This is an optimization exercise on Yosys and OpenROAD, whose aim is small area, not a production implementation. In this exercise RTL edits were held to simulation tests only and were not proved equivalent to the original. Power figures rest on the tool's default switching activity, not on a simulated workload.

==> flow/design.v <==
module Median_Finder_9inputs_8bits(
    output wire [7:0] median_pixel,
    output wire       out_valid,
    input  wire [7:0] pixel0, pixel1, pixel2,
    input  wire [7:0] pixel3, pixel4, pixel5,
    input  wire [7:0] pixel6, pixel7, pixel8,
    input  wire       in_valid,
    input  wire       rst,
    input  wire       clk
);
    reg [3:0] valid_q;
    always @(posedge clk) begin
        if (rst) valid_q <= 4'b0;
        else     valid_q <= {valid_q[2:0], in_valid};
    end
    assign out_valid = valid_q[3];
    wire [7:0] x0_0 = pixel0, x0_1 = pixel1, x0_2 = pixel2;
    wire [7:0] x0_3 = pixel3, x0_4 = pixel4, x0_5 = pixel5;
    wire [7:0] x0_6 = pixel6, x0_7 = pixel7, x0_8 = pixel8;
    wire [7:0] m;    
    wire e7_0 = x0_0[7];
    wire e7_1 = x0_1[7];
    wire e7_2 = x0_2[7];
    wire e7_3 = x0_3[7];
    wire e7_4 = x0_4[7];
    wire e7_5 = x0_5[7];
    wire e7_6 = x0_6[7];
    wire e7_7 = x0_7[7];
    wire e7_8 = x0_8[7];
    assign m[7] = maj9({e7_8, e7_7, e7_6, e7_5, e7_4, e7_3, e7_2, e7_1, e7_0});
    wire g7_0 = 1'b0, l7_0 = 1'b0;
    wire g7_1 = 1'b0, l7_1 = 1'b0;
    wire g7_2 = 1'b0, l7_2 = 1'b0;
    wire g7_3 = 1'b0, l7_3 = 1'b0;
    wire g7_4 = 1'b0, l7_4 = 1'b0;
    wire g7_5 = 1'b0, l7_5 = 1'b0;
    wire g7_6 = 1'b0, l7_6 = 1'b0;
    wire g7_7 = 1'b0, l7_7 = 1'b0;
    wire g7_8 = 1'b0, l7_8 = 1'b0;
    wire P6_0 = g7_0 | (x0_0[6] & e7_0);
    wire Q6_0 = e7_0 | (x0_0[6] & ~l7_0);
    wire e6_0 = m[7] ? P6_0 : Q6_0;
    wire P6_1 = g7_1 | (x0_1[6] & e7_1);
    wire Q6_1 = e7_1 | (x0_1[6] & ~l7_1);
    wire e6_1 = m[7] ? P6_1 : Q6_1;
    wire P6_2 = g7_2 | (x0_2[6] & e7_2);
    wire Q6_2 = e7_2 | (x0_2[6] & ~l7_2);
    wire e6_2 = m[7] ? P6_2 : Q6_2;
    wire P6_3 = g7_3 | (x0_3[6] & e7_3);
    wire Q6_3 = e7_3 | (x0_3[6] & ~l7_3);
    wire e6_3 = m[7] ? P6_3 : Q6_3;
    wire P6_4 = g7_4 | (x0_4[6] & e7_4);
    wire Q6_4 = e7_4 | (x0_4[6] & ~l7_4);
    wire e6_4 = m[7] ? P6_4 : Q6_4;
    wire P6_5 = g7_5 | (x0_5[6] & e7_5);
    wire Q6_5 = e7_5 | (x0_5[6] & ~l7_5);
    wire e6_5 = m[7] ? P6_5 : Q6_5;
    wire P6_6 = g7_6 | (x0_6[6] & e7_6);
    wire Q6_6 = e7_6 | (x0_6[6] & ~l7_6);
    wire e6_6 = m[7] ? P6_6 : Q6_6;
    wire P6_7 = g7_7 | (x0_7[6] & e7_7);
    wire Q6_7 = e7_7 | (x0_7[6] & ~l7_7);
    wire e6_7 = m[7] ? P6_7 : Q6_7;
    wire P6_8 = g7_8 | (x0_8[6] & e7_8);
    wire Q6_8 = e7_8 | (x0_8[6] & ~l7_8);
    wire e6_8 = m[7] ? P6_8 : Q6_8;
    wire lo6_0 = m[7] ? (P6_0 & P6_1 & P6_2) : (Q6_0 & Q6_1 & Q6_2);
    wire hi6_0 = m[7] ? (P6_0 | P6_1 | P6_2) : (Q6_0 | Q6_1 | Q6_2);
    wire md6_0 = m[7] ? maj3(P6_0, P6_1, P6_2) : maj3(Q6_0, Q6_1, Q6_2);
    wire lo6_1 = m[7] ? (P6_3 & P6_4 & P6_5) : (Q6_3 & Q6_4 & Q6_5);
    wire hi6_1 = m[7] ? (P6_3 | P6_4 | P6_5) : (Q6_3 | Q6_4 | Q6_5);
    wire md6_1 = m[7] ? maj3(P6_3, P6_4, P6_5) : maj3(Q6_3, Q6_4, Q6_5);
    wire lo6_2 = m[7] ? (P6_6 & P6_7 & P6_8) : (Q6_6 & Q6_7 & Q6_8);
    wire hi6_2 = m[7] ? (P6_6 | P6_7 | P6_8) : (Q6_6 | Q6_7 | Q6_8);
    wire md6_2 = m[7] ? maj3(P6_6, P6_7, P6_8) : maj3(Q6_6, Q6_7, Q6_8);
    assign m[6] = maj3(lo6_0 | lo6_1 | lo6_2, hi6_0 & hi6_1 & hi6_2, maj3(md6_0, md6_1, md6_2));
    wire g6_0 = m[7] ? g7_0 : e7_0;
    wire l6_0 = m[7] ? (l7_0 | ~e7_0) : l7_0;
    wire g6_1 = m[7] ? g7_1 : e7_1;
    wire l6_1 = m[7] ? (l7_1 | ~e7_1) : l7_1;
    wire g6_2 = m[7] ? g7_2 : e7_2;
    wire l6_2 = m[7] ? (l7_2 | ~e7_2) : l7_2;
    wire g6_3 = m[7] ? g7_3 : e7_3;
    wire l6_3 = m[7] ? (l7_3 | ~e7_3) : l7_3;
    wire g6_4 = m[7] ? g7_4 : e7_4;
    wire l6_4 = m[7] ? (l7_4 | ~e7_4) : l7_4;
    wire g6_5 = m[7] ? g7_5 : e7_5;
    wire l6_5 = m[7] ? (l7_5 | ~e7_5) : l7_5;
    wire g6_6 = m[7] ? g7_6 : e7_6;
    wire l6_6 = m[7] ? (l7_6 | ~e7_6) : l7_6;
    wire g6_7 = m[7] ? g7_7 : e7_7;
    wire l6_7 = m[7] ? (l7_7 | ~e7_7) : l7_7;
    wire g6_8 = m[7] ? g7_8 : e7_8;
    wire l6_8 = m[7] ? (l7_8 | ~e7_8) : l7_8;
    wire gf0_0 = g6_0 | (e6_0 & ~m[6]);
    wire lf0_0 = l6_0 | (~e6_0 & m[6]);
    wire gf0_1 = g6_1 | (e6_1 & ~m[6]);
    wire lf0_1 = l6_1 | (~e6_1 & m[6]);
    wire gf0_2 = g6_2 | (e6_2 & ~m[6]);
    wire lf0_2 = l6_2 | (~e6_2 & m[6]);
    wire gf0_3 = g6_3 | (e6_3 & ~m[6]);
    wire lf0_3 = l6_3 | (~e6_3 & m[6]);
    wire gf0_4 = g6_4 | (e6_4 & ~m[6]);
    wire lf0_4 = l6_4 | (~e6_4 & m[6]);
    wire gf0_5 = g6_5 | (e6_5 & ~m[6]);
    wire lf0_5 = l6_5 | (~e6_5 & m[6]);
    wire gf0_6 = g6_6 | (e6_6 & ~m[6]);
    wire lf0_6 = l6_6 | (~e6_6 & m[6]);
    wire gf0_7 = g6_7 | (e6_7 & ~m[6]);
    wire lf0_7 = l6_7 | (~e6_7 & m[6]);
    wire gf0_8 = g6_8 | (e6_8 & ~m[6]);
    wire lf0_8 = l6_8 | (~e6_8 & m[6]);
    reg [5:0] x1_0, x1_1, x1_2, x1_3, x1_4, x1_5, x1_6, x1_7, x1_8;
    reg [7:6] mr0;
    always @(posedge clk) begin
        x1_0 <= ({6{gf0_0}} | x0_0[5:0]) & ~{6{lf0_0}};
        x1_1 <= ({6{gf0_1}} | x0_1[5:0]) & ~{6{lf0_1}};
        x1_2 <= ({6{gf0_2}} | x0_2[5:0]) & ~{6{lf0_2}};
        x1_3 <= ({6{gf0_3}} | x0_3[5:0]) & ~{6{lf0_3}};
        x1_4 <= ({6{gf0_4}} | x0_4[5:0]) & ~{6{lf0_4}};
        x1_5 <= ({6{gf0_5}} | x0_5[5:0]) & ~{6{lf0_5}};
        x1_6 <= ({6{gf0_6}} | x0_6[5:0]) & ~{6{lf0_6}};
        x1_7 <= ({6{gf0_7}} | x0_7[5:0]) & ~{6{lf0_7}};
        x1_8 <= ({6{gf0_8}} | x0_8[5:0]) & ~{6{lf0_8}};
        mr0 <= m[7:6];
    end
    wire e5_0 = x1_0[5];
    wire e5_1 = x1_1[5];
    wire e5_2 = x1_2[5];
    wire e5_3 = x1_3[5];
    wire e5_4 = x1_4[5];
    wire e5_5 = x1_5[5];
    wire e5_6 = x1_6[5];
    wire e5_7 = x1_7[5];
    wire e5_8 = x1_8[5];
    assign m[5] = maj9({e5_8, e5_7, e5_6, e5_5, e5_4, e5_3, e5_2, e5_1, e5_0});
    wire g5_0 = 1'b0, l5_0 = 1'b0;
    wire g5_1 = 1'b0, l5_1 = 1'b0;
    wire g5_2 = 1'b0, l5_2 = 1'b0;
    wire g5_3 = 1'b0, l5_3 = 1'b0;
    wire g5_4 = 1'b0, l5_4 = 1'b0;
    wire g5_5 = 1'b0, l5_5 = 1'b0;
    wire g5_6 = 1'b0, l5_6 = 1'b0;
    wire g5_7 = 1'b0, l5_7 = 1'b0;
    wire g5_8 = 1'b0, l5_8 = 1'b0;
    wire P4_0 = g5_0 | (x1_0[4] & e5_0);
    wire Q4_0 = e5_0 | (x1_0[4] & ~l5_0);
    wire e4_0 = m[5] ? P4_0 : Q4_0;
    wire P4_1 = g5_1 | (x1_1[4] & e5_1);
    wire Q4_1 = e5_1 | (x1_1[4] & ~l5_1);
    wire e4_1 = m[5] ? P4_1 : Q4_1;
    wire P4_2 = g5_2 | (x1_2[4] & e5_2);
    wire Q4_2 = e5_2 | (x1_2[4] & ~l5_2);
    wire e4_2 = m[5] ? P4_2 : Q4_2;
    wire P4_3 = g5_3 | (x1_3[4] & e5_3);
    wire Q4_3 = e5_3 | (x1_3[4] & ~l5_3);
    wire e4_3 = m[5] ? P4_3 : Q4_3;
    wire P4_4 = g5_4 | (x1_4[4] & e5_4);
    wire Q4_4 = e5_4 | (x1_4[4] & ~l5_4);
    wire e4_4 = m[5] ? P4_4 : Q4_4;
    wire P4_5 = g5_5 | (x1_5[4] & e5_5);
    wire Q4_5 = e5_5 | (x1_5[4] & ~l5_5);
    wire e4_5 = m[5] ? P4_5 : Q4_5;
    wire P4_6 = g5_6 | (x1_6[4] & e5_6);
    wire Q4_6 = e5_6 | (x1_6[4] & ~l5_6);
    wire e4_6 = m[5] ? P4_6 : Q4_6;
    wire P4_7 = g5_7 | (x1_7[4] & e5_7);
    wire Q4_7 = e5_7 | (x1_7[4] & ~l5_7);
    wire e4_7 = m[5] ? P4_7 : Q4_7;
    wire P4_8 = g5_8 | (x1_8[4] & e5_8);
    wire Q4_8 = e5_8 | (x1_8[4] & ~l5_8);
    wire e4_8 = m[5] ? P4_8 : Q4_8;
    wire lo4_0 = m[5] ? (P4_0 & P4_1 & P4_2) : (Q4_0 & Q4_1 & Q4_2);
    wire hi4_0 = m[5] ? (P4_0 | P4_1 | P4_2) : (Q4_0 | Q4_1 | Q4_2);
    wire md4_0 = m[5] ? maj3(P4_0, P4_1, P4_2) : maj3(Q4_0, Q4_1, Q4_2);
    wire lo4_1 = m[5] ? (P4_3 & P4_4 & P4_5) : (Q4_3 & Q4_4 & Q4_5);
    wire hi4_1 = m[5] ? (P4_3 | P4_4 | P4_5) : (Q4_3 | Q4_4 | Q4_5);
    wire md4_1 = m[5] ? maj3(P4_3, P4_4, P4_5) : maj3(Q4_3, Q4_4, Q4_5);
    wire lo4_2 = m[5] ? (P4_6 & P4_7 & P4_8) : (Q4_6 & Q4_7 & Q4_8);
    wire hi4_2 = m[5] ? (P4_6 | P4_7 | P4_8) : (Q4_6 | Q4_7 | Q4_8);
    wire md4_2 = m[5] ? maj3(P4_6, P4_7, P4_8) : maj3(Q4_6, Q4_7, Q4_8);
    assign m[4] = maj3(lo4_0 | lo4_1 | lo4_2, hi4_0 & hi4_1 & hi4_2, maj3(md4_0, md4_1, md4_2));
    wire g4_0 = m[5] ? g5_0 : e5_0;
    wire l4_0 = m[5] ? (l5_0 | ~e5_0) : l5_0;
    wire g4_1 = m[5] ? g5_1 : e5_1;
    wire l4_1 = m[5] ? (l5_1 | ~e5_1) : l5_1;
    wire g4_2 = m[5] ? g5_2 : e5_2;
    wire l4_2 = m[5] ? (l5_2 | ~e5_2) : l5_2;
    wire g4_3 = m[5] ? g5_3 : e5_3;
    wire l4_3 = m[5] ? (l5_3 | ~e5_3) : l5_3;
    wire g4_4 = m[5] ? g5_4 : e5_4;
    wire l4_4 = m[5] ? (l5_4 | ~e5_4) : l5_4;
    wire g4_5 = m[5] ? g5_5 : e5_5;
    wire l4_5 = m[5] ? (l5_5 | ~e5_5) : l5_5;
    wire g4_6 = m[5] ? g5_6 : e5_6;
    wire l4_6 = m[5] ? (l5_6 | ~e5_6) : l5_6;
    wire g4_7 = m[5] ? g5_7 : e5_7;
    wire l4_7 = m[5] ? (l5_7 | ~e5_7) : l5_7;
    wire g4_8 = m[5] ? g5_8 : e5_8;
    wire l4_8 = m[5] ? (l5_8 | ~e5_8) : l5_8;
    wire gf1_0 = g4_0 | (e4_0 & ~m[4]);
    wire lf1_0 = l4_0 | (~e4_0 & m[4]);
    wire gf1_1 = g4_1 | (e4_1 & ~m[4]);
    wire lf1_1 = l4_1 | (~e4_1 & m[4]);
    wire gf1_2 = g4_2 | (e4_2 & ~m[4]);
    wire lf1_2 = l4_2 | (~e4_2 & m[4]);
    wire gf1_3 = g4_3 | (e4_3 & ~m[4]);
    wire lf1_3 = l4_3 | (~e4_3 & m[4]);
    wire gf1_4 = g4_4 | (e4_4 & ~m[4]);
    wire lf1_4 = l4_4 | (~e4_4 & m[4]);
    wire gf1_5 = g4_5 | (e4_5 & ~m[4]);
    wire lf1_5 = l4_5 | (~e4_5 & m[4]);
    wire gf1_6 = g4_6 | (e4_6 & ~m[4]);
    wire lf1_6 = l4_6 | (~e4_6 & m[4]);
    wire gf1_7 = g4_7 | (e4_7 & ~m[4]);
    wire lf1_7 = l4_7 | (~e4_7 & m[4]);
    wire gf1_8 = g4_8 | (e4_8 & ~m[4]);
    wire lf1_8 = l4_8 | (~e4_8 & m[4]);
    reg [3:0] x2_0, x2_1, x2_2, x2_3, x2_4, x2_5, x2_6, x2_7, x2_8;
    reg [7:4] mr1;
    always @(posedge clk) begin
        x2_0 <= ({4{gf1_0}} | x1_0[3:0]) & ~{4{lf1_0}};
        x2_1 <= ({4{gf1_1}} | x1_1[3:0]) & ~{4{lf1_1}};
        x2_2 <= ({4{gf1_2}} | x1_2[3:0]) & ~{4{lf1_2}};
        x2_3 <= ({4{gf1_3}} | x1_3[3:0]) & ~{4{lf1_3}};
        x2_4 <= ({4{gf1_4}} | x1_4[3:0]) & ~{4{lf1_4}};
        x2_5 <= ({4{gf1_5}} | x1_5[3:0]) & ~{4{lf1_5}};
        x2_6 <= ({4{gf1_6}} | x1_6[3:0]) & ~{4{lf1_6}};
        x2_7 <= ({4{gf1_7}} | x1_7[3:0]) & ~{4{lf1_7}};
        x2_8 <= ({4{gf1_8}} | x1_8[3:0]) & ~{4{lf1_8}};
        mr1 <= {mr0, m[5:4]};
    end
    wire e3_0 = x2_0[3];
    wire e3_1 = x2_1[3];
    wire e3_2 = x2_2[3];
    wire e3_3 = x2_3[3];
    wire e3_4 = x2_4[3];
    wire e3_5 = x2_5[3];
    wire e3_6 = x2_6[3];
    wire e3_7 = x2_7[3];
    wire e3_8 = x2_8[3];
    assign m[3] = maj9({e3_8, e3_7, e3_6, e3_5, e3_4, e3_3, e3_2, e3_1, e3_0});
    wire g3_0 = 1'b0, l3_0 = 1'b0;
    wire g3_1 = 1'b0, l3_1 = 1'b0;
    wire g3_2 = 1'b0, l3_2 = 1'b0;
    wire g3_3 = 1'b0, l3_3 = 1'b0;
    wire g3_4 = 1'b0, l3_4 = 1'b0;
    wire g3_5 = 1'b0, l3_5 = 1'b0;
    wire g3_6 = 1'b0, l3_6 = 1'b0;
    wire g3_7 = 1'b0, l3_7 = 1'b0;
    wire g3_8 = 1'b0, l3_8 = 1'b0;
    wire P2_0 = g3_0 | (x2_0[2] & e3_0);
    wire Q2_0 = e3_0 | (x2_0[2] & ~l3_0);
    wire e2_0 = m[3] ? P2_0 : Q2_0;
    wire P2_1 = g3_1 | (x2_1[2] & e3_1);
    wire Q2_1 = e3_1 | (x2_1[2] & ~l3_1);
    wire e2_1 = m[3] ? P2_1 : Q2_1;
    wire P2_2 = g3_2 | (x2_2[2] & e3_2);
    wire Q2_2 = e3_2 | (x2_2[2] & ~l3_2);
    wire e2_2 = m[3] ? P2_2 : Q2_2;
    wire P2_3 = g3_3 | (x2_3[2] & e3_3);
    wire Q2_3 = e3_3 | (x2_3[2] & ~l3_3);
    wire e2_3 = m[3] ? P2_3 : Q2_3;
    wire P2_4 = g3_4 | (x2_4[2] & e3_4);
    wire Q2_4 = e3_4 | (x2_4[2] & ~l3_4);
    wire e2_4 = m[3] ? P2_4 : Q2_4;
    wire P2_5 = g3_5 | (x2_5[2] & e3_5);
    wire Q2_5 = e3_5 | (x2_5[2] & ~l3_5);
    wire e2_5 = m[3] ? P2_5 : Q2_5;
    wire P2_6 = g3_6 | (x2_6[2] & e3_6);
    wire Q2_6 = e3_6 | (x2_6[2] & ~l3_6);
    wire e2_6 = m[3] ? P2_6 : Q2_6;
    wire P2_7 = g3_7 | (x2_7[2] & e3_7);
    wire Q2_7 = e3_7 | (x2_7[2] & ~l3_7);
    wire e2_7 = m[3] ? P2_7 : Q2_7;
    wire P2_8 = g3_8 | (x2_8[2] & e3_8);
    wire Q2_8 = e3_8 | (x2_8[2] & ~l3_8);
    wire e2_8 = m[3] ? P2_8 : Q2_8;
    wire lo2_0 = m[3] ? (P2_0 & P2_1 & P2_2) : (Q2_0 & Q2_1 & Q2_2);
    wire hi2_0 = m[3] ? (P2_0 | P2_1 | P2_2) : (Q2_0 | Q2_1 | Q2_2);
    wire md2_0 = m[3] ? maj3(P2_0, P2_1, P2_2) : maj3(Q2_0, Q2_1, Q2_2);
    wire lo2_1 = m[3] ? (P2_3 & P2_4 & P2_5) : (Q2_3 & Q2_4 & Q2_5);
    wire hi2_1 = m[3] ? (P2_3 | P2_4 | P2_5) : (Q2_3 | Q2_4 | Q2_5);
    wire md2_1 = m[3] ? maj3(P2_3, P2_4, P2_5) : maj3(Q2_3, Q2_4, Q2_5);
    wire lo2_2 = m[3] ? (P2_6 & P2_7 & P2_8) : (Q2_6 & Q2_7 & Q2_8);
    wire hi2_2 = m[3] ? (P2_6 | P2_7 | P2_8) : (Q2_6 | Q2_7 | Q2_8);
    wire md2_2 = m[3] ? maj3(P2_6, P2_7, P2_8) : maj3(Q2_6, Q2_7, Q2_8);
    assign m[2] = maj3(lo2_0 | lo2_1 | lo2_2, hi2_0 & hi2_1 & hi2_2, maj3(md2_0, md2_1, md2_2));
    wire g2_0 = m[3] ? g3_0 : e3_0;
    wire l2_0 = m[3] ? (l3_0 | ~e3_0) : l3_0;
    wire g2_1 = m[3] ? g3_1 : e3_1;
    wire l2_1 = m[3] ? (l3_1 | ~e3_1) : l3_1;
    wire g2_2 = m[3] ? g3_2 : e3_2;
    wire l2_2 = m[3] ? (l3_2 | ~e3_2) : l3_2;
    wire g2_3 = m[3] ? g3_3 : e3_3;
    wire l2_3 = m[3] ? (l3_3 | ~e3_3) : l3_3;
    wire g2_4 = m[3] ? g3_4 : e3_4;
    wire l2_4 = m[3] ? (l3_4 | ~e3_4) : l3_4;
    wire g2_5 = m[3] ? g3_5 : e3_5;
    wire l2_5 = m[3] ? (l3_5 | ~e3_5) : l3_5;
    wire g2_6 = m[3] ? g3_6 : e3_6;
    wire l2_6 = m[3] ? (l3_6 | ~e3_6) : l3_6;
    wire g2_7 = m[3] ? g3_7 : e3_7;
    wire l2_7 = m[3] ? (l3_7 | ~e3_7) : l3_7;
    wire g2_8 = m[3] ? g3_8 : e3_8;
    wire l2_8 = m[3] ? (l3_8 | ~e3_8) : l3_8;
    wire gf2_0 = g2_0 | (e2_0 & ~m[2]);
    wire lf2_0 = l2_0 | (~e2_0 & m[2]);
    wire gf2_1 = g2_1 | (e2_1 & ~m[2]);
    wire lf2_1 = l2_1 | (~e2_1 & m[2]);
    wire gf2_2 = g2_2 | (e2_2 & ~m[2]);
    wire lf2_2 = l2_2 | (~e2_2 & m[2]);
    wire gf2_3 = g2_3 | (e2_3 & ~m[2]);
    wire lf2_3 = l2_3 | (~e2_3 & m[2]);
    wire gf2_4 = g2_4 | (e2_4 & ~m[2]);
    wire lf2_4 = l2_4 | (~e2_4 & m[2]);
    wire gf2_5 = g2_5 | (e2_5 & ~m[2]);
    wire lf2_5 = l2_5 | (~e2_5 & m[2]);
    wire gf2_6 = g2_6 | (e2_6 & ~m[2]);
    wire lf2_6 = l2_6 | (~e2_6 & m[2]);
    wire gf2_7 = g2_7 | (e2_7 & ~m[2]);
    wire lf2_7 = l2_7 | (~e2_7 & m[2]);
    wire gf2_8 = g2_8 | (e2_8 & ~m[2]);
    wire lf2_8 = l2_8 | (~e2_8 & m[2]);
    reg [1:0] x3_0, x3_1, x3_2, x3_3, x3_4, x3_5, x3_6, x3_7, x3_8;
    reg [7:2] mr2;
    always @(posedge clk) begin
        x3_0 <= ({2{gf2_0}} | x2_0[1:0]) & ~{2{lf2_0}};
        x3_1 <= ({2{gf2_1}} | x2_1[1:0]) & ~{2{lf2_1}};
        x3_2 <= ({2{gf2_2}} | x2_2[1:0]) & ~{2{lf2_2}};
        x3_3 <= ({2{gf2_3}} | x2_3[1:0]) & ~{2{lf2_3}};
        x3_4 <= ({2{gf2_4}} | x2_4[1:0]) & ~{2{lf2_4}};
        x3_5 <= ({2{gf2_5}} | x2_5[1:0]) & ~{2{lf2_5}};
        x3_6 <= ({2{gf2_6}} | x2_6[1:0]) & ~{2{lf2_6}};
        x3_7 <= ({2{gf2_7}} | x2_7[1:0]) & ~{2{lf2_7}};
        x3_8 <= ({2{gf2_8}} | x2_8[1:0]) & ~{2{lf2_8}};
        mr2 <= {mr1, m[3:2]};
    end
    wire e1_0 = x3_0[1];
    wire e1_1 = x3_1[1];
    wire e1_2 = x3_2[1];
    wire e1_3 = x3_3[1];
    wire e1_4 = x3_4[1];
    wire e1_5 = x3_5[1];
    wire e1_6 = x3_6[1];
    wire e1_7 = x3_7[1];
    wire e1_8 = x3_8[1];
    assign m[1] = maj9({e1_8, e1_7, e1_6, e1_5, e1_4, e1_3, e1_2, e1_1, e1_0});
    wire g1_0 = 1'b0, l1_0 = 1'b0;
    wire g1_1 = 1'b0, l1_1 = 1'b0;
    wire g1_2 = 1'b0, l1_2 = 1'b0;
    wire g1_3 = 1'b0, l1_3 = 1'b0;
    wire g1_4 = 1'b0, l1_4 = 1'b0;
    wire g1_5 = 1'b0, l1_5 = 1'b0;
    wire g1_6 = 1'b0, l1_6 = 1'b0;
    wire g1_7 = 1'b0, l1_7 = 1'b0;
    wire g1_8 = 1'b0, l1_8 = 1'b0;
    wire P0_0 = g1_0 | (x3_0[0] & e1_0);
    wire Q0_0 = e1_0 | (x3_0[0] & ~l1_0);
    wire e0_0 = m[1] ? P0_0 : Q0_0;
    wire P0_1 = g1_1 | (x3_1[0] & e1_1);
    wire Q0_1 = e1_1 | (x3_1[0] & ~l1_1);
    wire e0_1 = m[1] ? P0_1 : Q0_1;
    wire P0_2 = g1_2 | (x3_2[0] & e1_2);
    wire Q0_2 = e1_2 | (x3_2[0] & ~l1_2);
    wire e0_2 = m[1] ? P0_2 : Q0_2;
    wire P0_3 = g1_3 | (x3_3[0] & e1_3);
    wire Q0_3 = e1_3 | (x3_3[0] & ~l1_3);
    wire e0_3 = m[1] ? P0_3 : Q0_3;
    wire P0_4 = g1_4 | (x3_4[0] & e1_4);
    wire Q0_4 = e1_4 | (x3_4[0] & ~l1_4);
    wire e0_4 = m[1] ? P0_4 : Q0_4;
    wire P0_5 = g1_5 | (x3_5[0] & e1_5);
    wire Q0_5 = e1_5 | (x3_5[0] & ~l1_5);
    wire e0_5 = m[1] ? P0_5 : Q0_5;
    wire P0_6 = g1_6 | (x3_6[0] & e1_6);
    wire Q0_6 = e1_6 | (x3_6[0] & ~l1_6);
    wire e0_6 = m[1] ? P0_6 : Q0_6;
    wire P0_7 = g1_7 | (x3_7[0] & e1_7);
    wire Q0_7 = e1_7 | (x3_7[0] & ~l1_7);
    wire e0_7 = m[1] ? P0_7 : Q0_7;
    wire P0_8 = g1_8 | (x3_8[0] & e1_8);
    wire Q0_8 = e1_8 | (x3_8[0] & ~l1_8);
    wire e0_8 = m[1] ? P0_8 : Q0_8;
    wire lo0_0 = m[1] ? (P0_0 & P0_1 & P0_2) : (Q0_0 & Q0_1 & Q0_2);
    wire hi0_0 = m[1] ? (P0_0 | P0_1 | P0_2) : (Q0_0 | Q0_1 | Q0_2);
    wire md0_0 = m[1] ? maj3(P0_0, P0_1, P0_2) : maj3(Q0_0, Q0_1, Q0_2);
    wire lo0_1 = m[1] ? (P0_3 & P0_4 & P0_5) : (Q0_3 & Q0_4 & Q0_5);
    wire hi0_1 = m[1] ? (P0_3 | P0_4 | P0_5) : (Q0_3 | Q0_4 | Q0_5);
    wire md0_1 = m[1] ? maj3(P0_3, P0_4, P0_5) : maj3(Q0_3, Q0_4, Q0_5);
    wire lo0_2 = m[1] ? (P0_6 & P0_7 & P0_8) : (Q0_6 & Q0_7 & Q0_8);
    wire hi0_2 = m[1] ? (P0_6 | P0_7 | P0_8) : (Q0_6 | Q0_7 | Q0_8);
    wire md0_2 = m[1] ? maj3(P0_6, P0_7, P0_8) : maj3(Q0_6, Q0_7, Q0_8);
    assign m[0] = maj3(lo0_0 | lo0_1 | lo0_2, hi0_0 & hi0_1 & hi0_2, maj3(md0_0, md0_1, md0_2));
    wire g0_0 = m[1] ? g1_0 : e1_0;
    wire l0_0 = m[1] ? (l1_0 | ~e1_0) : l1_0;
    wire g0_1 = m[1] ? g1_1 : e1_1;
    wire l0_1 = m[1] ? (l1_1 | ~e1_1) : l1_1;
    wire g0_2 = m[1] ? g1_2 : e1_2;
    wire l0_2 = m[1] ? (l1_2 | ~e1_2) : l1_2;
    wire g0_3 = m[1] ? g1_3 : e1_3;
    wire l0_3 = m[1] ? (l1_3 | ~e1_3) : l1_3;
    wire g0_4 = m[1] ? g1_4 : e1_4;
    wire l0_4 = m[1] ? (l1_4 | ~e1_4) : l1_4;
    wire g0_5 = m[1] ? g1_5 : e1_5;
    wire l0_5 = m[1] ? (l1_5 | ~e1_5) : l1_5;
    wire g0_6 = m[1] ? g1_6 : e1_6;
    wire l0_6 = m[1] ? (l1_6 | ~e1_6) : l1_6;
    wire g0_7 = m[1] ? g1_7 : e1_7;
    wire l0_7 = m[1] ? (l1_7 | ~e1_7) : l1_7;
    wire g0_8 = m[1] ? g1_8 : e1_8;
    wire l0_8 = m[1] ? (l1_8 | ~e1_8) : l1_8;
    wire gf3_0 = g0_0 | (e0_0 & ~m[0]);
    wire lf3_0 = l0_0 | (~e0_0 & m[0]);
    wire gf3_1 = g0_1 | (e0_1 & ~m[0]);
    wire lf3_1 = l0_1 | (~e0_1 & m[0]);
    wire gf3_2 = g0_2 | (e0_2 & ~m[0]);
    wire lf3_2 = l0_2 | (~e0_2 & m[0]);
    wire gf3_3 = g0_3 | (e0_3 & ~m[0]);
    wire lf3_3 = l0_3 | (~e0_3 & m[0]);
    wire gf3_4 = g0_4 | (e0_4 & ~m[0]);
    wire lf3_4 = l0_4 | (~e0_4 & m[0]);
    wire gf3_5 = g0_5 | (e0_5 & ~m[0]);
    wire lf3_5 = l0_5 | (~e0_5 & m[0]);
    wire gf3_6 = g0_6 | (e0_6 & ~m[0]);
    wire lf3_6 = l0_6 | (~e0_6 & m[0]);
    wire gf3_7 = g0_7 | (e0_7 & ~m[0]);
    wire lf3_7 = l0_7 | (~e0_7 & m[0]);
    wire gf3_8 = g0_8 | (e0_8 & ~m[0]);
    wire lf3_8 = l0_8 | (~e0_8 & m[0]);
    reg [7:0] mr3;
    always @(posedge clk) begin
        mr3 <= {mr2, m[1:0]};
    end
    assign median_pixel = mr3;
    function maj9(input [8:0] v);
        begin
            maj9 = maj3((&v[2:0]) | (&v[5:3]) | (&v[8:6]),
                        (|v[2:0]) & (|v[5:3]) & (|v[8:6]),
                        maj3(maj3(v[0], v[1], v[2]), maj3(v[3], v[4], v[5]),
                             maj3(v[6], v[7], v[8])));
        end
    endfunction
    function maj3(input a, input b, input c);
        maj3 = (a & b) | (b & c) | (a & c);
    endfunction
endmodule
==> flow/flow/run.sh <==
#!/bin/bash
# Own layout flow: the standard flow, with two changes:
#  - synthesis maps the logic with the ABC script in flow/abc.script (an
#    area-oriented mapping) instead of ORFS's; the rest of the standard
#    synthesis (synth_recipe.tcl) is unchanged, so registers keep their names;
#  - port buffers are plain buffers (flow/ports.txt names the cell) instead
#    of the default delay cell.
# Each tool's output goes to a log file in the folder this runs in.
set -euo pipefail
W=$PWD
F=$W/flow
sed 's|log_cmd abc {\*}\$abc_args|log_cmd abc {*}[lreplace $abc_args 1 1 '"$F"'/abc.script]|' \
    "$FLOW_HOME/scripts/synth.tcl" > "$W/own_synth_core.tcl"
grep -q "$F/abc.script" "$W/own_synth_core.tcl"
sed "s|source \$::env(SCRIPTS_DIR)/synth.tcl|source $W/own_synth_core.tcl|" \
    "$W/synth_recipe.tcl" > "$W/own_synth.tcl"
grep -q "own_synth_core.tcl" "$W/own_synth.tcl"
bash "$W/standard.sh" "SYNTH_SCRIPT=$W/own_synth.tcl" synth > "$W/own_synth.log" 2>&1
EXTRA=()
while read -r line; do
    [[ -z "$line" || "$line" == \#* ]] || EXTRA+=("$line")
done < "$F/make_vars.txt"
bash "$W/standard.sh" "${EXTRA[@]}" finish > "$W/own_layout.log" 2>&1
==> flow/flow/abc.script <==
strash
dch
amap
topo
stime -c
==> flow/flow/make_vars.txt <==
# extra make variables for the layout, one per line
BUFFER_PORTS_ARGS=-buffer_cell sky130_fd_sc_hd__buf_2
==> flow/standard.sh <==
#!/bin/bash
# synth_recipe.tcl (not shown) runs the flow's synth.tcl, then flattens the netlist and writes it again
# the make line also repeats each setting of config.mk as NAME=value (left out here)
make -C /OpenROAD-flow-scripts/flow DESIGN_CONFIG=/design/flow/config.mk WORK_HOME=/design/flow/orfs CLKGATE_MAP_FILE= SYNTH_SCRIPT=/design/flow/synth_recipe.tcl "${@:-finish}"
==> flow/config.mk <==
export PLATFORM = sky130hd
export DESIGN_NAME = Median_Finder_9inputs_8bits
export DESIGN_NICKNAME = Median_Finder_9inputs_8bits
export VERILOG_FILES = /design/flow/design.v
export SDC_FILE = /design/flow/constraint.sdc
export NUM_CORES = 4
export LEC_CHECK = 0
export ABC_AREA = 1
export CAP_MARGIN = 20
export CORE_MARGIN = 2
export CORE_UTILIZATION = 40
export SLEW_MARGIN = 20
==> flow/constraint.sdc <==
create_clock -name core_clock -period 2.5 [get_ports {clk}]
set_input_delay 0.5000 -clock core_clock [delete_from_list [all_inputs] [get_ports {clk}]]
set_output_delay 0.5000 -clock core_clock [all_outputs]
set_load 0.01 [all_outputs]
==> impl.org, run 1 <==
** Worst setup path
- Required time of the worst setup path :: approximately 2.9 ns
- Crit path arrival time :: 2.93 ns
- Largest stage delay on the critical path :: 0.57 ns
- Startpoint of the worst setup timing path :: x2_8[3]$_DFF_P_
- Kind of start point of the critical path :: flip-flop
- Crit Reg-Reg Startpoint :: x2_8[3]$_DFF_P_
- The largest individual stage delay along the critical path comes from the cell a222oi_1.
- Cells along the critical path :: clkinv_1 -> a222oi_1 -> o22ai_2 -> o21ai_4 -> clkinv_2 -> o31a_4 -> a22oi_1 -> o21a_1
- Along the worst path, the maximum fanout reaches 9.
- STA classifies the critical path endpoint as a flip-flop.
- By startpoint and endpoint, the worst setup path is classified as flip-flop to flip-flop.

** Logic synthesis
- Of all cell types, the one taking the most synthesized area is dfxtp_1.
- Yosys mapped a number of flops with a built-in enable equal to 0.
- Top cells by count, synth :: 132 x dfxtp_1, 119 x o21a_1, 108 x nor2_1
- Synth top area share :: 0.470
- Counting every instance in the synthesized netlist gives 654.
- Biggest area contributors in the synthesized netlist :: dfxtp_1 47%, o21a_1 16%, nor2_1 7.2%
- After synthesis, the mean cell area works out to 8.59 um2.
- The number of nets handed over by synthesis was 729.
- In this run the cell area of the synthesized design comes to roughly 5600 um2.
- Seq/Total Area, Yosys :: 0.470
- The most used flip-flop cell after synthesis is dfxtp_1.
- Yosys instantiated no cell more often than dfxtp_1.
- For this run, the number of Yosys warnings is 1.
- After synthesis, the share of flip-flops with an asynchronous set or reset is 0.
- Synthesis inferred between 100 and 150 register bits.
- Number of unique standard cell types used by synthesis :: 31

** Timing
- Setup repair after global routing could not meet its margin everywhere.
- For the pin with the worst max-slew slack, the measured transition is 0.608 ns.
- Headroom to the max-slew limit came out at 0.592.
- Setup skew after layout :: between 0.008 and 0.009 ns
- The smallest clock period supported by the final layout is computed as 2.57 ns.
- Number of failing setup endpoints in the final timing report :: 50
- Worst path setup slack after routing :: -0.0746 ns
- Worst Hold Slack :: 0.288 ns
- Final count of hold timing violations :: 0
- Derived from the worst setup path, the maximum achievable clock frequency is 388 MHz.
- Tcrit/Tclk final :: 1.03
- Count of final max-slew check failures :: 0

** Floorplan
- Die width :: 123 um
- Die area :: 15000 um2
- The floorplan step set the die height to 123 um.
- For this configuration, the core starts out at a cell density of 0.406.
- Number of cell rows :: 43
- Number of placed I/O pins :: 84
- Core footprint :: 13800 um2

** Job
- Max-cap violations in this run came to 0.

** Global routing
- Maximum number of pins on one net before global-route repair :: 20
- The via count of the first global-routing pass is 5663.
- Final global-route overflow total :: 0
- Across every metal layer, demand over resource in global routing totals 0.234.
- The initial antenna violation count is 0.
- Global-route wire length before repair :: 26.9 mm

** Clock network
- Counting along the longest clock path gives a buffer depth of 2.
- Clk root buf :: clkbuf_16
- CTS saw approximately 130 sinks.
- Clock-pin slew was measured on the worst setup and hold paths at around 0.06 ns.
- The H-tree was split into 4 levels.
- Worst-skew pair later-pin latency :: roughly 0.42 ns
- TritonCTS clock tree :: done
- TritonCTS Buffers :: 17

** Final layout
- In the final layout, the share of cells above drive strength 1 is 0.361.
- The number of antenna diodes in the final layout is 0.
- From synthesis to final layout, the design area changed by 47.7%.
- Number of fillers in the final layout :: 1177
- Summing all multi-input logic gate instances after layout gives 3450 um2.
- Registers take 2650 um2.
- Final layout net count :: 934

** Route
- Total routed wirelength :: between 15 and 20 mm
- DRC Markers :: 0
- Detail-routed net length per standard cell :: about 16 um
- Count of TritonRoute iterations in the first routing pass :: 7
- In the routed layout, each cell is associated on average with a via count of between 5 and 6.
- Antenna-violating nets left :: 0
- Vias :: approximately 5700
- The first routing iteration left 322 violations.

** Place
- Prior to clock tree synthesis, the placed netlist has a worst setup slack of -0.759 ns.
- At the end of routability-driven placement, the weighted congestion stood at 0.922.
- Port buffering added a little over 80 buffers.
- Estimated wirelength of the detail-placed design :: ~13 mm

** Hold path
- HP Class :: primary input to flip-flop
- The startpoint identified for the worst hold timing path is pixel7[3].

** Power
- The worst-case IR drop observed on VDD is 0.713 mV.
- Pwr/cell area :: between 1500 and 2000 nW/um2
- Summing internal, switching and leakage power gives 14.0 mW.
- For this design the static power due to leakage is 3.32 nW.

** Run status
- The run finished, with violations left.
- The checks that failed were setup timing.
==> cell type report <==
cell class	instances	area share
inverters	39	0.0208
repair buffers	183	0.149
clock buffers	20	0.0562
multi-input cells	486	0.415
well taps	180	0.0271
clock inverters	11	0.0124
flip-flops and latches	132	0.319
==> worst max-delay path, delay by kind of cell (launching register included) <==
family | cells | cell delay [ns]
AO/OA/AOI/OAI | 6 | 1.83
buffers and inverters | 2 | 0.29
flip-flops | 1 | 0.39
==> logic make-up after synthesis <==
| kind of cell | after synthesis | synth area share |
|---|---|---|
| compound gates | 276 | 0.349 |
| buf+inv | 39 | 0.0260 |
| flops | 132 | 0.470 |
| simple gates | 207 | 0.155 |
==> metal layers <==
metal / track usage / part of all wire / vias up / wire length [um]
met3: 0.0530 / 0.035 / 47 / 600
met5: 0 / 0 / - / 0
li1: - / - / 2816 / -
met4: 0.131 / 0.037 / 0 / 639
met2: 0.412 / 0.51 / 166 / 8780
met1: 0.260 / 0.41 / 2625 / 7090
==> metrics by stage <==
stage          instances  instance area, um2  utilization  setup TNS [ns]
4_1_cts             1045                8020        0.580         -0.0446
3_3_place_gp        1004                6970        0.504          -35.09
6_report            1051                8300        0.600          -0.810
2_1_floorplan        654                5680            -          -56.81
5_1_grt             1051                8300        0.600          -13.02
3_5_place_dp        1004                6970        0.504          -43.64
==> report_power, final <==
part           total [mW]  internal (mW)  leakage, nW  switching [mW]
registers            3.60           3.09         1.11           0.511
clock network        2.33           1.44        0.274           0.889
logic                8.06           3.77         1.94            4.30
total                14.0           8.30         3.32            5.69
==> final timing paths <==
kind | to | slack, ns | cells after the start
min reg2reg | mr3[2]$_DFF_P_ | 0.32 | 0
max reg2reg | x3_8[0]$_DFF_P_ | -0.07 | 8
min | x1_7[3]$_DFF_P_ | 0.29 | 2
max | x3_8[0]$_DFF_P_ | -0.07 | 8
==> repair_timing <==
action,4_1_cts,5_1_grt
setup buffers,11,8
hold buffers,0,0
endpoints found under the setup margin,90,109
gates cloned,4,1
gates resized for setup,81,63
pin swaps,23,29
==> state kept, by name, indices dropped and copies added, names as in the netlist, 6 cells and up <==
register  cells
x1_4          6
x1_0          6
x1_8          6
x1_2          6
x1_7          6
x1_3          6
mr3           8
mr2           6
x1_5          6
x1_1          6
x1_6          6
==> layout by cell type, fill, tap and decap left out, drive strengths merged, types with 2 or more instances in the layout <==
cell and count:
buf 183, dfxtp 132, o21a 119, nor2 108, nand2 58, o22ai 41, clkinv 39, o21ai 32
a22oi 32, clkbuf 20, nor2b 15, a21oi 13, and2 9, o221ai 9, a221oi 9, a222oi 7
or2 6, nand3 6, inv 6, clkinvlp 4, a21o 3, nor4 2, nor3 2, a221o 2
o31a 2, a31oi 2
==> run 2: changes to the inputs <==
==> flow/flow/abc.script (replaced) <==
strash
dch
map -B 0.9
topo
stime -c
buffer -c
upsize -c
dnsize -c
==> run 2 against run 1 <==
  * Synthesized area is 33% higher
  * Routed wire length decreased by 3.1%
  * The run now finishes clean
  * Largest cell class unchanged
  * Worst hold slack got worse by 0.0049 ns
  * Highest routed layer unchanged
  * Critical endpoint is now x2_5[2]$_DFF_P_
  * Clock power up 5%
==> impl.org, run 2 <==
** Run status
- Outcome :: finished clean

** Clock network
- In this run the clock root is driven by a clkbuf_16.
- Post-CTS setup repair buffer count :: 0
- # clock sinks :: 132
- Clock transition time at the flip-flop clock pins of the worst setup and hold paths :: 0.06 ns
- Maximum clock path buffer count :: 2
- The number of gates resized after CTS was 0.
- In this run, post-CTS hold repair placed 0 buffers.
- Worst-skew pair later-pin latency :: 0.42 ns
- TritonCTS clock tree :: done
- TritonCTS Buffers :: 17
- Total number of H-tree levels :: 4

** Logic synthesis
- Of all cell types, the one taking the most synthesized area is dfxtp_1.
- After synthesis, the mean cell area works out to between 6 and 7 um2.
- Flop and latch count out of synthesis :: 132
- Biggest area contributors in the synthesized netlist :: dfxtp_1 35%, nand2_1 16%, inv_1 14%
- Among all flip-flop cells after synthesis, the most frequent one is dfxtp_1.
- Synthesis Warnings :: 1
- Basic-gate share of the synthesized area counting and, or, nand and nor cells :: 0.382
- Multiplexer fraction of the synthesized cell area :: 0
- Xor and xnor area share after synthesis :: 0
- Combinational family with the most area after synthesis :: simple AND/OR/NAND/NOR gates
- Post-synthesis instance total :: 1151
- Most numerous cell in the Yosys netlist :: nand2_1
- Synth top area share :: 0.354
- Number of synthesized flops with an enable pin :: 0
- By count the netlist is led by 310 x nand2_1, 277 x inv_1, 132 x dfxtp_1.
- Post-Synthesis Net Count :: 1226
- The fraction of the mapped netlist area in compound gates is 0.0890.
- Of the total synthesized cell area, the portion taken by full adders, half adders and majority gates is 0.00806.
- Number of unique standard cell types used by synthesis :: 43
- Synthesized area :: 7450 um2
- Seq/Total Area, Yosys :: 0.354
- In the synthesized netlist the async set-or-reset flop fraction comes to 0.

** Floorplan
- Die Ht :: 141 um
- Starting density of the core :: 0.411
- Die area :: 19700 um2
- Die width :: 141 um
- Number of cell rows :: a little under 50
- Core footprint :: ~18000 um2
- Number of placed I/O pins :: 84

** Route
- Detail-routed net length per standard cell :: between 10 and 15 um
- In the routed layout, each cell is associated on average with a via count of roughly 4.5.
- Total routed wirelength :: 16.6 mm
- Count of TritonRoute iterations in the first routing pass :: 5
- Antenna-violating nets left :: 0
- Vias :: 6702
- DRC Markers :: 0
- Starting DRT DRC Count :: roughly 310

** Hold path
- HP Class :: primary input to flip-flop
- Number of instances on the worst hold path :: 2

** Final layout
- Area overhead of the layout relative to synthesis :: 16.8%
- Final layout net count :: ~1300
- Most frequent standard cell in the layout excluding fill and tap cells :: nand2_1
- Share of final-layout standard cells stronger than drive strength 1 :: 0.155
- Largest register by flop count :: mr3
- The number of antenna diodes in the final layout is 0.
- The register with the most flip-flops in the layout has 8 of them.
- Leading cell types in the layout, fill and taps excluded :: 310 x nand2_1, 277 x inv_1, 132 x dfxtp_1
- Leaving out filler cells and counting taps, the final layout contains 1490.
- Number of fillers in the final layout :: 1895

** Timing
- Dividing the final minimum period by the clock period gives 0.910.
- Setup total negative slack :: 0 ns
- Timing would allow up to 439 MHz.
- Fin crit period :: 2.28 ns
- The worst pin sits at a relative slew slack of 0.559.
- Setup repair after global routing missed its margin :: false
- Worst-margin pin slew :: 0.661 ns
- Worst Hold Slack :: roughly 0.28 ns
- The clock arrives with 0.00599 ns of skew.
- Final count of hold timing violations :: 0
- Count of final max-slew check failures :: 0
- Number of failing setup endpoints in the final timing report :: 0

** Worst setup path
- In this run the worst path has a maximum fanout of 8.
- STA classifies the critical path startpoint as a flip-flop.
- STA puts the critical path data required time at about 2.8 ns.
- Crit path arrival time :: about 2.6 ns
- CP endpoint kind :: flip-flop
- Crit path kind :: flip-flop to flip-flop
- Measured in cells, the most critical reg-to-reg path has a length of 13.

** Global routing
- The initial antenna violation count was 0.
- The first global-routing pass estimated 28.5 mm of wire.
- Entering global routing, the biggest net connects 22 pins.
- Tot GR Track Use :: 0.178
- Final global-route overflow total :: 0
- Vias in the first global route :: 6329

** Power
- Across the VDD grid, the largest voltage drop is 0.513 mV.
- Dividing total power by cell area gives a power density of 1470 nW/um2.
- Leakage Power :: a little over 5 nW

** Place
- Count of placed standard cells including taps :: roughly 1500
- Last weighted congestion value of the routability-driven placer :: 0.857
- After legalization and detailed placement, the total HPWL measured 13.7 mm.
- IO Port Bufs :: 83

** Job
- Across the run, the number of max-cap violations was 0.
## run 2: cell count changes in the layout (fill, tap and decap cells not counted), sizes merged, moves of 15 or more
cell	previous run	this run
o22ai	41	16
buf	183	97
inv	6	291
nand2	58	324
nor2	108	91
o21a	119	1
nor2b	15	0
a22oi	32	0
nand3b	0	19
clkinv	39	4
nand3	6	129
## run 2: cell families (layout without fill, tap and decap cells)
group	after synthesis	after routing
AO/OA/AOI/OAI	98	98
flip-flops	132	132
buffers and inverters	309	419
AND/OR/NAND/NOR	606	606
adder cells (fa/ha/maj)	6	6
## run 2: where the power goes
part           switching, mW  total [mW]  leakage [nW]  internal [mW]
Combinational           4.40        6.80          3.73           2.40
Clock                  0.861        2.44         0.279           1.58
Sequential             0.512        3.59          1.11           3.08
Total                   5.78        12.8          5.12           7.05
## run 2: worst paths after layout
| path | from | end | slack [ns] |
|---|---|---|---|
| setup / recovery | x1_0[5]$_DFF_P_ | x2_5[2]$_DFF_P_ | 0.22 |
| hold / removal | rst | valid_q[3]$_SDFF_PP0_ | 0.28 |
| setup reg to reg | x1_0[5]$_DFF_P_ | x2_5[2]$_DFF_P_ | 0.22 |
| hold reg to reg | mr2[4]$_DFF_P_ | mr3[4]$_DFF_P_ | 0.32 |
## run 2: worst max-delay path, cell delays in order (launching register included)
cell     delay (ns)
dfxtp_1        0.52
nand2_1        0.16
nand2_1        0.10
inv_1          0.05
nand2_1        0.05
inv_1          0.04
nor3_1         0.26
o21ai_0        0.16
o21a_1         0.26
buf_4          0.21
nand3_1        0.14
nand3_1        0.11
nand2_1        0.08
inv_1          0.04
## run 2: final cells by class
class | instances | area [um2] | share of cell area
Clock inverter | 10 | 133 | 0.0152
Inverter | 291 | 1090 | 0.125
Tap cell | 229 | 287 | 0.0329
Timing Repair Buffer | 97 | 533 | 0.0612
Multi-Input combinational cell | 710 | 3570 | 0.410
Sequential cell | 132 | 2640 | 0.303
Clock buffer | 21 | 450 | 0.0517
## run 2: routing by layer
layer	routed length [um]	vias to the layer above	GRT usage
met2	7900	125	0.313
met3	538	19	0.0311
met5	0	-	0
li1	-	3702	-
met4	267	0	0.0642
met1	7880	2856	0.218
## run 2: metrics by stage
step | util | total power, mW | area [um2] | worst slack (ns)
after floorplan | - | 8.95 | 7450 | 0.385
after global placement | 0.448 | 10.4 | 8130 | 0.0934
after detailed placement | 0.448 | 10.5 | 8130 | 0.0702
after CTS | 0.480 | 12.9 | 8710 | 0.253
after global routing | 0.480 | 14.2 | 8710 | 0.0297
final | 0.480 | 12.8 | 8710 | 0.224
==> run 3: changes to the inputs <==
--- a/flow/design.v
+++ b/flow/design.v
@@ -8,12 +8,12 @@
     input  wire       rst,
     input  wire       clk
 );
-    reg [3:0] valid_q;
+    reg [2:0] valid_q;
     always @(posedge clk) begin
-        if (rst) valid_q <= 4'b0;
-        else     valid_q <= {valid_q[2:0], in_valid};
+        if (rst) valid_q <= 3'b0;
+        else     valid_q <= {valid_q[1:0], in_valid};
     end
-    assign out_valid = valid_q[3];
+    assign out_valid = valid_q[2];
     wire [7:0] x0_0 = pixel0, x0_1 = pixel1, x0_2 = pixel2;
     wire [7:0] x0_3 = pixel3, x0_4 = pixel4, x0_5 = pixel5;
     wire [7:0] x0_6 = pixel6, x0_7 = pixel7, x0_8 = pixel8;
@@ -428,11 +428,7 @@
     wire lf3_7 = l0_7 | (~e0_7 & m[0]);
     wire gf3_8 = g0_8 | (e0_8 & ~m[0]);
     wire lf3_8 = l0_8 | (~e0_8 & m[0]);
-    reg [7:0] mr3;
-    always @(posedge clk) begin
-        mr3 <= {mr2, m[1:0]};
-    end
-    assign median_pixel = mr3;
+    assign median_pixel = {mr2, m[1:0]};
     function maj9(input [8:0] v);
         begin
             maj9 = maj3((&v[2:0]) | (&v[5:3]) | (&v[8:6]),
==> run 3 against run 2 <==
  * Highest routed layer unchanged
  * Sequential power shrank 8.4%
  * Routed wire length grew 1.9%
  * Largest power group unchanged
  * Clock skew grew 0.0023 ns
  * Still clean
==> impl.org, run 3 <==
** Final layout
- Final layout net count :: about 1400
- Share of final-layout standard cells stronger than drive strength 1 :: 0.141
- Leading cell types in the layout, fill and taps excluded :: 370 x nand2_1, 297 x inv_1, 129 x nand3_1
- Number of fillers in the final layout :: 1915
- Count of inserted antenna diode cells :: 0
- Leaving out fill and tap cells, the most frequent cell in the layout is nand2_1.
- Compared with the post-synthesis result, the final layout area differs by 18.4%.

** Hold path
- HP Class :: primary input to flip-flop
- Number of instances on the worst hold path :: 2
- Startpoint of the worst hold path :: rst
- The path with the worst hold slack has its endpoint at valid_q[0]$_SDFF_PP0_.

** Global routing
- The initial antenna violation count came to 0.
- Maximum number of pins on one net before global-route repair :: 30
- Summed over all layers, the global routing overflow is 0.
- Vias in the first global route :: 6406
- For this run, the total global-route usage over all layers was measured as 0.183.
- The first global-routing pass estimated roughly 29 mm of wire.

** Logic synthesis
- Ranked by total cell area, the synthesized netlist is headed by dfxtp_1 34%, nand2_1 19%, inv_1 15%.
- For this run, the register share of the synthesized area comes to 0.342.
- Cell taking the most area after synthesis :: dfxtp_1
- The share of synthesized area in the top cell type comes to 0.342.
- In this run the mean area of a mapped cell was slightly above 6 um2.
- Number of unique standard cell types used by synthesis :: 31
- In this run the cell area of the synthesized design comes to 7210 um2.
- In the synthesized netlist, the cells that appear most often are 370 x nand2_1, 297 x inv_1, 129 x nand3_1.
- For this run, the number of Yosys warnings is 1.
- Main flop type after synthesis :: dfxtp_1
- Most numerous cell in the Yosys netlist :: nand2_1
- Counting every net in the synthesized netlist gives 1266.
- The synthesized design contains 0 enable-type register cells.
- After technology mapping, the gate count stands at 1191.
- Of all flip-flops after synthesis, the portion carrying an async set or reset was 0.
- Synthesis inferred 123 register bits.

** Timing
- Setup skew after layout :: between 0.008 and 0.009 ns
- For this run, the top clock speed supported by timing is about 430 MHz.
- After routing, the total negative slack on setup checks comes to 0 ns.
- Count of final max-slew check failures :: 0
- The clock period could shrink to between 2 and 2.5 ns.
- Worst Hold Slack :: about 0.26 ns
- Setup repair after global routing missed its margin :: true
- In this run the tightest slew margin relative to its limit is 0.665.
- In the finished design, the share of the clock period the worst path needs comes to 0.934.
- Worst-margin pin slew :: 0.498 ns
- Setup violations remaining at the end of the flow were counted as 0.
- The final hold violation count was 0.

** Worst setup path
- R2r endpoint :: x3_6[1]$_DFF_P_
- Minimum setup slack among reg-to-reg paths :: between 0.2 and 0.3 ns
- Crit path arrival time :: approximately 1.8 ns
- Worst reg-to-reg path cell count :: 12
- The startpoint identified for the worst register-to-register timing path is x2_7[3]$_DFF_P_.
- The critical path goes through or2_2 -> o21ai_0 -> maj3_1 -> a21oi_1 -> nor2_1 -> o211ai_1 -> nand2_1 -> buf_2.
- On the worst path, the slowest cell contributes a delay of 0.33 ns.
- Kind of start point of the critical path :: flip-flop
- Crit path kind :: flip-flop to output pin
- Required time of the worst setup path :: about 2.0 ns
- CP endpoint kind :: output pin
- For this design, the slowest cell found on the critical path is dfxtp_2.
- Critical Path Fanout Max :: 4

** Clock network
- Worst-skew pair later-pin latency :: 0.41 ns
- # clock sinks :: 123
- Counting along the longest clock path gives a buffer depth of 2.
- The H-tree was split into 4 levels.
- For this design, the CTS-stage hold fixing added 0 buffers.
- The tree is rooted in a clkbuf_16.
- Counting the buffers created by CTS gives 17.
- TritonCTS built the clock tree.
- Clock-pin slew was measured on the worst setup and hold paths at 0.06 ns.

** Route
- The detail route stage leaves a number of antenna-violating nets equal to 0.
- The detailed router finished its first iteration with around 380 violations.
- Total routed wirelength :: 16.9 mm
- Via density per instance :: approximately 4.4
- After detailed routing, the number of remaining DRC violations is 0.
- Vias :: slightly below 7000
- In the final routed layout, each cell accounts on average for 11.0 um.
- The pre-antenna-repair detailed-routing pass consisted of 5 iterations.

** Job
- Number of maximum-capacitance constraint violations :: 0

** Run status
- Outcome :: finished clean

** Floorplan
- Row generation in the floorplan step produced 49 rows.
- The floorplan step defined a die boundary enclosing 19100 um2.
- Starting density of the core :: 0.404
- Die Ht :: 138 um
- From left edge to right edge, the die measures between 100 and 150 um.
- The core region is about 18000 um2.
- Number of placed I/O pins :: between 80 and 90

** Place
- Buffers placed on the I/O ports in this run total 83.
- Estimated wirelength of the detail-placed design :: approximately 14 mm
- At the end of routability-driven placement, the weighted congestion stood at 0.924.

** Power
- Maximum ir drop on the vdd rail :: 0.604 mV
- Pwr/cell area :: 1420 nW/um2
- Leakage Power :: 5.25 nW
## run 3: metal layers
metal | up-vias | global-route usage | part of all wire
met2 | 132 | 0.315 | 0.48
met5 | - | 0 | 0
met1 | 2869 | 0.224 | 0.46
li1 | 3773 | - | -
met3 | 29 | 0.0353 | 0.037
met4 | 0 | 0.0779 | 0.025
## run 3: how the worst max path moves through the flow
stage                                from               to  slack [ns]  cells past startpoint
after global routing      x2_7[3]$_DFF_P_  x3_6[1]$_DFF_P_      -0.005                     12
after CTS                 x3_7[1]$_DFF_P_  median_pixel[0]        0.13                      8
after floorplan                 pixel2[7]  x1_4[0]$_DFF_P_        0.68                     14
final                     x3_7[1]$_DFF_P_  median_pixel[0]        0.16                      8
after global placement          pixel8[7]  x1_7[0]$_DFF_P_       -0.03                     14
after detailed placement        pixel8[7]  x1_6[5]$_DFF_P_       -0.04                     14
## run 3: where the power goes
group | internal (mW) | switching, mW
logic | 2.37 | 4.18
clock network | 1.48 | 0.803
registers | 2.83 | 0.464
## run 3: repair_timing
action,4_1_cts,5_1_grt
resized for setup,0,11
hold endpoints to repair,0,0
endpoints found under the setup margin,0,2
setup buffers,0,1
## run 3: cell type report
cell class,count,area (um2),share of cell area
Sequential cell,123,2470,0.290
Clock buffer,24,502,0.0588
Clock inverter,6,62.6,0.00733
Inverter,307,1150,0.135
Tap cell,229,287,0.0336
Multi-Input combinational cell,752,3550,0.416
Timing Repair Buffer,94,510,0.0598
## run 3: cells by family after synthesis
kind of cell | count (synthesis) | share of synthesized area
fa+ha+maj | 4 | 0.00556
flops | 123 | 0.342
compound gates | 77 | 0.0731
buf+inv | 316 | 0.168
simple gates | 671 | 0.412
## run 3: through the flow
step,power [mW],std cells,setup WS [ns],utilization,area (um2)
after CTS,12.2,1534,0.132,0.477,8510
after global placement,9.74,1504,-0.0268,0.445,7940
after floorplan,8.35,1191,0.678,-,7210
after detailed placement,9.84,1504,-0.0352,0.445,7940
after global routing,13.5,1535,-0.00482,0.478,8540
final,12.1,1535,0.164,0.478,8540
## run 3: critical path, delay by kind of cell, from the launching register on
family / cells / cell delay [ns]
simple gates: 3 / 0.57
flops: 1 / 0.33
compound gates: 3 / 0.24
fa+ha+maj: 1 / 0.17
buf+inv: 1 / 0.12
==> run 4: changes to the inputs <==
==> flow/flow/abc.script (replaced) <==
strash
dch
map -D 2000
topo
stime -c
buffer -c
upsize -D 2000 -c
dnsize -D 2000 -c
==> run 4 against run 3 <==
  * Still clean
  * Core utilization is 4.0 points higher
  * Via count fell by 17%
  * First-iteration DRC count shrank 19%
  * Power is 12% lower
  * Synthesized area shrank 20%
  * Cell count is 25% lower
  * Worst setup slack got worse by 0.028 ns
  * Design area is 15% lower
  * Non-clock buffer count is 20 higher
==> impl.org, run 4 <==
** Timing
- Adding up every negative setup slack in the final design gives 0 ns.
- For the pin with the worst max-slew slack, the measured transition is 0.590 ns.
- Fin crit period :: 2.36 ns
- For the final database, setup skew stands at 0.00512 ns.
- Highest Clock Rate :: 423 MHz
- Number of failing setup endpoints in the final timing report :: 0
- Tcrit/Tclk final :: 0.946
- The worst path meets setup with 0.136 ns of slack.
- Count of final max-slew check failures :: 0
- The final hold violation count is 0.
- Worst slew margin relative to its limit :: 0.606

** Worst setup path
- The critical path is of the flip-flop to output pin type.
- Crit path arrival time :: around 1.9 ns
- The startpoint identified for the worst register-to-register timing path is x1_1[5]$_DFF_P_.
- Family with the most delay on the worst path :: compound AO/OA/AOI/OAI gates
- The worst setup path is captured at an output pin.
- On the critical path, the stage with the largest delay is an instance of dfxtp_1.
- Largest stage delay on the critical path :: 0.36 ns
- The critical path starts at x3_7[0]$_DFF_P_.
- STA classifies the critical path startpoint as a flip-flop.
- Critical Path Fanout Max :: 4
- The worst register-to-register path ends at x2_6[1]$_DFF_P_.
- Minimum setup slack among reg-to-reg paths :: between 0.1 and 0.15 ns
- Worst reg-to-reg path cell count :: 10
- Cells along the critical path :: a22oi_1 -> o21ai_0 -> maj3_1 -> a21oi_1 -> o22ai_1 -> buf_2
- Required time of the worst setup path :: 2.00 ns
- Count of buffering cells on the critical path with inverters included :: 1

** Logic synthesis
- Dividing the synthesized area by the synthesized cell count gives just under 7 um2.
- Counting flops and latches in the post-synthesis netlist gives 123.
- Async set or reset register ratio after synthesis :: 0
- Counting every net in the synthesized netlist gives 914.
- Number of unique standard cell types used by synthesis :: 29
- Biggest area contributors in the synthesized netlist :: dfxtp_1 43%, inv_1 13%, a21oi_1 13%
- Cell taking the most area after synthesis :: dfxtp_1
- Synthesized area :: 5780 um2
- The most common cell in the synthesized netlist is inv_1.
- Seq/Total Area, Yosys :: 0.426
- Synthesis Warnings :: 1
- The synthesized design contains 0 enable-type register cells.
- Top cells by count, synth :: 201 x inv_1, 147 x a21oi_1, 123 x dfxtp_1, 123 x nor2_1, 70 x nand2_1
- Main flop type after synthesis :: dfxtp_1
- After technology mapping, the gate count stands at roughly 840.
- The share of synthesized area in the top cell type comes to 0.426.

** Final layout
- The final layout contains 1033 nets.
- Relative to the synthesized area, the layout overhead comes to 25.6%.
- Most frequent standard cell in the layout excluding fill and tap cells :: inv_1
- Count of inserted antenna diode cells :: 0
- Of the cells placed in the final design, the portion with a size suffix greater than 1 is 0.180.
- Leaving out fill and tap cells, the most frequent cells in the layout are 200 x inv_1, 145 x a21oi_1, 123 x nor2_1.
- After routing the design area is 7260 um2.

** Clock network
- Clock tree synthesis selected as its root buffer the cell clkbuf_16.
- TritonCTS clock tree :: done
- Total number of H-tree levels :: 4
- Post-CTS repair changed the size of 0 cells.
- # clock sinks :: 123
- TritonCTS Buffers :: 17
- Worst-skew pair later-pin latency :: 0.41 ns
- Hold-fix buffers, CTS :: 0
- Clock-pin slew was measured on the worst setup and hold paths at approximately 0.050 ns.
- Maximum clock path buffer count :: 2
- Post-CTS setup repair buffer count :: 0

** Power
- The analysis attributes to cell leakage a power of 3.65 nW.
- Dividing total power by cell area gives a power density of about 1500 nW/um2.
- Maximum ir drop on the vdd rail :: 0.577 mV

** Route
- Antenna-violating nets left :: 0
- Starting DRT DRC Count :: 302
- Vias :: 5616
- Dividing the detail-routed wire length by the instance count gives 12.4 um.
- After detailed routing, the number of remaining DRC violations is 0.
- Summed over all layers, the routed wires come to 14.2 mm.
- Dividing the detail-routed via count by the number of cells gives 4.88.
- Count of TritonRoute iterations in the first routing pass :: 5

** Global routing
- Global routing finished with a remaining overflow of 0.
- Across every metal layer, demand over resource in global routing totals 0.188.
- The initial antenna violation count was 0.
- Entering global routing, the biggest net connects 20 pins.
- The first global-routing pass estimated 23.7 mm of wire.
- Vias in the first global route :: 5402

** Floorplan
- Die area :: 15400 um2
- The core region is 14000 um2.
- The initialized floorplan defines 43 standard-cell rows.
- For this configuration, the core starts out at a cell density of 0.413.
- Measured along the y axis, the die boundary spans 124 um.
- Number of placed I/O pins :: between 80 and 90
- The die is approximately 120 um wide.

** Place
- Estimated wirelength of the detail-placed design :: 11.2 mm
- Prior to clock tree synthesis, the placed netlist has a worst setup slack of -0.199 ns.
- IO Port Bufs :: just over 80
- The placed instances occupy a cell area of 6590 um2.
- Last weighted congestion value of the routability-driven placer :: 0.863

** Job
- Number of maximum-capacitance constraint violations :: 0

** Hold path
- Startpoint of the worst hold path :: rst
- HP Class :: primary input to flip-flop
- The path with the worst hold slack has its endpoint at valid_q[1]$_SDFF_PP0_.
- Number of instances on the worst hold path :: 2

** Run status
- Outcome :: finished clean
[run 4: cell count changes after synthesis, sizes merged, moves of 34 or more]
cell | previous run | this run
a21oi | 28 | 147
a22oi | 0 | 35
inv | 307 | 201
nand2 | 388 | 70
nand3 | 130 | 6
nand3b | 42 | 0
nor2 | 89 | 123
[run 4: metrics by stage]
step | utilization | hold slack (ns) | std cells | power, mW
5_1_grt | 0.519 | 0.265 | 1150 | 11.6
4_1_cts | 0.511 | 0.255 | 1150 | 10.5
6_report | 0.519 | 0.272 | 1150 | 10.7
2_1_floorplan | - | 0.310 | 839 | 6.82
3_5_place_dp | 0.471 | 0.313 | 1119 | 8.18
3_3_place_gp | 0.471 | 0.310 | 1119 | 8.15
[run 4: layout make-up]
cell class | count | area, um2
timing repair buffer | 114 | 648
clock buffer | 24 | 492
sequential | 123 | 2470
tap | 180 | 225
multi-input combinational | 499 | 2600
inverter | 203 | 762
clock inverter | 7 | 65.1
fill | 1415 | 6730
[run 4: kinds of logic (layout without fill, tap and decap cells)]
logic type / count (synthesis) / count (layout) / synth area share
AOI/OAI and AO/OA: 279 / 279 / 0.276
and+or+nand+nor: 217 / 217 / 0.150
buffers and inverters: 217 / 348 / 0.144
DFF: 123 / 123 / 0.426
adders and majority gates: 3 / 3 / 0.00520
[run 4: where the power goes]
group	switching (mW)	total [mW]	internal, mW
clock	0.810	2.27	1.46
combinational	3.21	5.12	1.91
sequential	0.492	3.31	2.82
total	4.51	10.7	6.19
[run 4: how the worst max path moves through the flow]
stage / slack, ns / to / depth (start not counted)
2_1_floorplan: 0.23 / x1_1[0]$_DFF_P_ / 15
3_3_place_gp: -0.12 / x1_7[1]$_DFF_P_ / 14
3_5_place_dp: -0.20 / x1_7[1]$_DFF_P_ / 14
4_1_cts: 0.03 / median_pixel[0] / 6
5_1_grt: -0.03 / x2_6[1]$_DFF_P_ / 10
6_report: 0.14 / median_pixel[0] / 6
[run 4: layer usage]
metal,GRT usage,up-vias,part of all wire
li1,-,2977,-
met1,0.222,2503,0.45
met2,0.330,114,0.49
met3,0.0426,22,0.037
met4,0.0687,0,0.019
met5,0,-,0

-- static timing again, ports no longer ideal --
How much do the figures lean on ideal ports? The routed layouts below were timed once more, with nothing changed but the port constraints. Step 1 sets driving cells, clkbuf_16 on the clock port and buf_2 on the other inputs (assumed; they add their load-dependent delay and slew). Step 2, shift: input delay + t, output delay - t, t = (earliest + latest rising clock arrival at the registers) / 2. This alone moves slack from input paths to output paths. Three values: no drivers, after step 1, after step 2; two values: the first two.
| run | t, ns | setup slack, ns | worst setup path at the end | worst register clock-pin slew, ns |
|---|---|---|---|---|
| run 1 | 0.454 | -0.075 / -0.075 / -0.459 | input to register | 0.06 / 0.06 |
| run 2 | 0.455 | 0.224 / 0.224 / 0.059 | input to register | 0.06 / 0.06 |
| run 3 | 0.454 | 0.164 / 0.119 / -0.057 | input to register | 0.06 / 0.06 |
| run 4 | 0.446 | 0.136 / 0.096 / -0.178 | input to register | 0.05 / 0.05 |
Met with ideal ports but missed after step 2: setup timing in run 3 and run 4. The setup slack of run 1, which loses most, moves by 0.000 ns with the drivers and by -0.384 ns with both steps.
